From an optimization exercise on the open Yosys and OpenROAD flow, aimed at small area and a short achievable clock period; shortcuts taken in it are not production practice. Power figures rest on the tool's default switching activity, not on a simulated workload.

== blue ==
// cim_mac_tree
module cim_mac_tree (
    input         clk,
    input         rst_n,
    input         mac_en,
    input  [7:0]  col_mux,
    input  [15:0] data_in,
    input  [7:0]  bank0,  bank1,  bank2,  bank3,
                  bank4,  bank5,  bank6,  bank7,
                  bank8,  bank9,  bank10, bank11,
                  bank12, bank13, bank14, bank15,
    output reg [11:0] sum
);
    wire [15:0] en  = data_in & {16{mac_en}};
    wire [7:0]  col = col_mux & {8{~mac_en}};
    wire g0_0 = ~((bank0[0] & en[0]) | (|(bank0 & col)));
    wire g0_1 = ~(bank0[1] & en[0]);
    wire g0_2 = ~(bank0[2] & en[0]);
    wire g0_3 = ~(bank0[3] & en[0]);
    wire g0_4 = ~(bank0[4] & en[0]);
    wire g0_5 = ~(bank0[5] & en[0]);
    wire g0_6 = ~(bank0[6] & en[0]);
    wire g0_7 = ~(bank0[7] & en[0]);
    wire g1_0 = ~((bank1[0] & en[1]) | (|(bank1 & col)));
    wire g1_1 = ~(bank1[1] & en[1]);
    wire g1_2 = ~(bank1[2] & en[1]);
    wire g1_3 = ~(bank1[3] & en[1]);
    wire g1_4 = ~(bank1[4] & en[1]);
    wire g1_5 = ~(bank1[5] & en[1]);
    wire g1_6 = ~(bank1[6] & en[1]);
    wire g1_7 = ~(bank1[7] & en[1]);
    wire g2_0 = ~((bank2[0] & en[2]) | (|(bank2 & col)));
    wire g2_1 = ~(bank2[1] & en[2]);
    wire g2_2 = ~(bank2[2] & en[2]);
    wire g2_3 = ~(bank2[3] & en[2]);
    wire g2_4 = ~(bank2[4] & en[2]);
    wire g2_5 = ~(bank2[5] & en[2]);
    wire g2_6 = ~(bank2[6] & en[2]);
    wire g2_7 = ~(bank2[7] & en[2]);
    wire g3_0 = ~((bank3[0] & en[3]) | (|(bank3 & col)));
    wire g3_1 = ~(bank3[1] & en[3]);
    wire g3_2 = ~(bank3[2] & en[3]);
    wire g3_3 = ~(bank3[3] & en[3]);
    wire g3_4 = ~(bank3[4] & en[3]);
    wire g3_5 = ~(bank3[5] & en[3]);
    wire g3_6 = ~(bank3[6] & en[3]);
    wire g3_7 = ~(bank3[7] & en[3]);
    wire g4_0 = ~((bank4[0] & en[4]) | (|(bank4 & col)));
    wire g4_1 = ~(bank4[1] & en[4]);
    wire g4_2 = ~(bank4[2] & en[4]);
    wire g4_3 = ~(bank4[3] & en[4]);
    wire g4_4 = ~(bank4[4] & en[4]);
    wire g4_5 = ~(bank4[5] & en[4]);
    wire g4_6 = ~(bank4[6] & en[4]);
    wire g4_7 = ~(bank4[7] & en[4]);
  ...
Size: roughly 62 flip-flops.
clock: 8.0 ns
lec_check: 0
cap_margin: 20
core_margin: 2
core_utilization: 40
setup_slack_margin: 4.5
slew_margin: 20
synth_hierarchical: 1
standard.sh (not shown) runs the stock make flow with config.mk's settings and CLKGATE_MAP_FILE= SYNTH_SCRIPT=/design/flow/synth_recipe.tcl, a recipe that flattens the netlist after the stock synthesis.
==> flow/flow/run.sh <==
#!/bin/bash
# The standard layout (the standard.sh, unchanged synthesis), with the
# port buffers made of the smallest buffer instead of the default choice.
set -o pipefail
export BUFFER_PORTS_ARGS="-buffer_cell sky130_fd_sc_hd__buf_1"
bash standard.sh finish > standard_flow.log 2>&1
blue | status: complete | timing, DRC, antenna: pass
#### Input delta (orange over blue)
# blue
export LEC_CHECK = 0
export CAP_MARGIN = 20
export CORE_MARGIN = 2
export CORE_UTILIZATION = 40
export SETUP_SLACK_MARGIN = 4.5
export SLEW_MARGIN = 20
export SYNTH_HIERARCHICAL = 1
create_clock -name core_clock -period 8.0 [get_ports {clk}]
# orange
export LEC_CHECK = 0
export CAP_MARGIN = 20
export CORE_MARGIN = 2
export CORE_UTILIZATION = 60
export CTS_BUF_LIST = sky130_fd_sc_hd__clkbuf_4 sky130_fd_sc_hd__clkbuf_8
export SETUP_SLACK_MARGIN = 4.8
export SLEW_MARGIN = 20
export SYNTH_HIERARCHICAL = 1
create_clock -name core_clock -period 8.0 [get_ports {clk}]
[summary]
- Compared with blue, in orange area growth from synthesis to layout went up, final cell count without fillers decreased by 64 relative to the old numbers, number of nets still failing antenna checks after routing ~0 delta, fill cell instance count of the final layout went down by 64%.
- Worst setup slack (higher): orange
- orange — routed length on met3 about 120% higher, blue as reference
- Diff blue -> orange | total power after layout | up by more than 10%
- Relative to blue, relative contribution of the clock network to total power has decreased by 6.0 points in orange.
- [compare] base=blue new=orange: first-iteration DRC count saw an increase, starting utilization of the core area grew by 21 points.
No run of this note included a check of the RTL's function; only the layout flow was run.

## separate check: timing with driven ports
No port has a modelled driver above. Below, the same layouts with a new extraction and two added sets of constraints. Step 1 sets driving cells, clkbuf_16 on the clock port and buf_2 on the other inputs (assumed; they add their load-dependent delay and slew). Step 2 also shifts input and output timing later by t, the mid clock arrival at the registers, as if the neighbouring blocks saw the same clock. Slacks: no drivers / after step 1 / after step 2; pairs: no drivers / after step 1.
run	shift t [ns]	setup slack, ns	worst hold slack (ns)	slew at the worst register clock pin (ns)	cell pins on the clock port's net
blue	0.358	4.500 / 4.471 / 4.113	0.594 / 0.594 / 0.594	0.06 / 0.06	1
orange	0.376	4.543 / 4.320 / 3.945	0.640 / 0.640 / 0.640	0.08 / 0.08	1
After both steps setup and hold are still met in every run listed. For orange, which loses most, drivers alone change the setup slack by -0.223 ns; drivers and shift together by -0.598 ns.
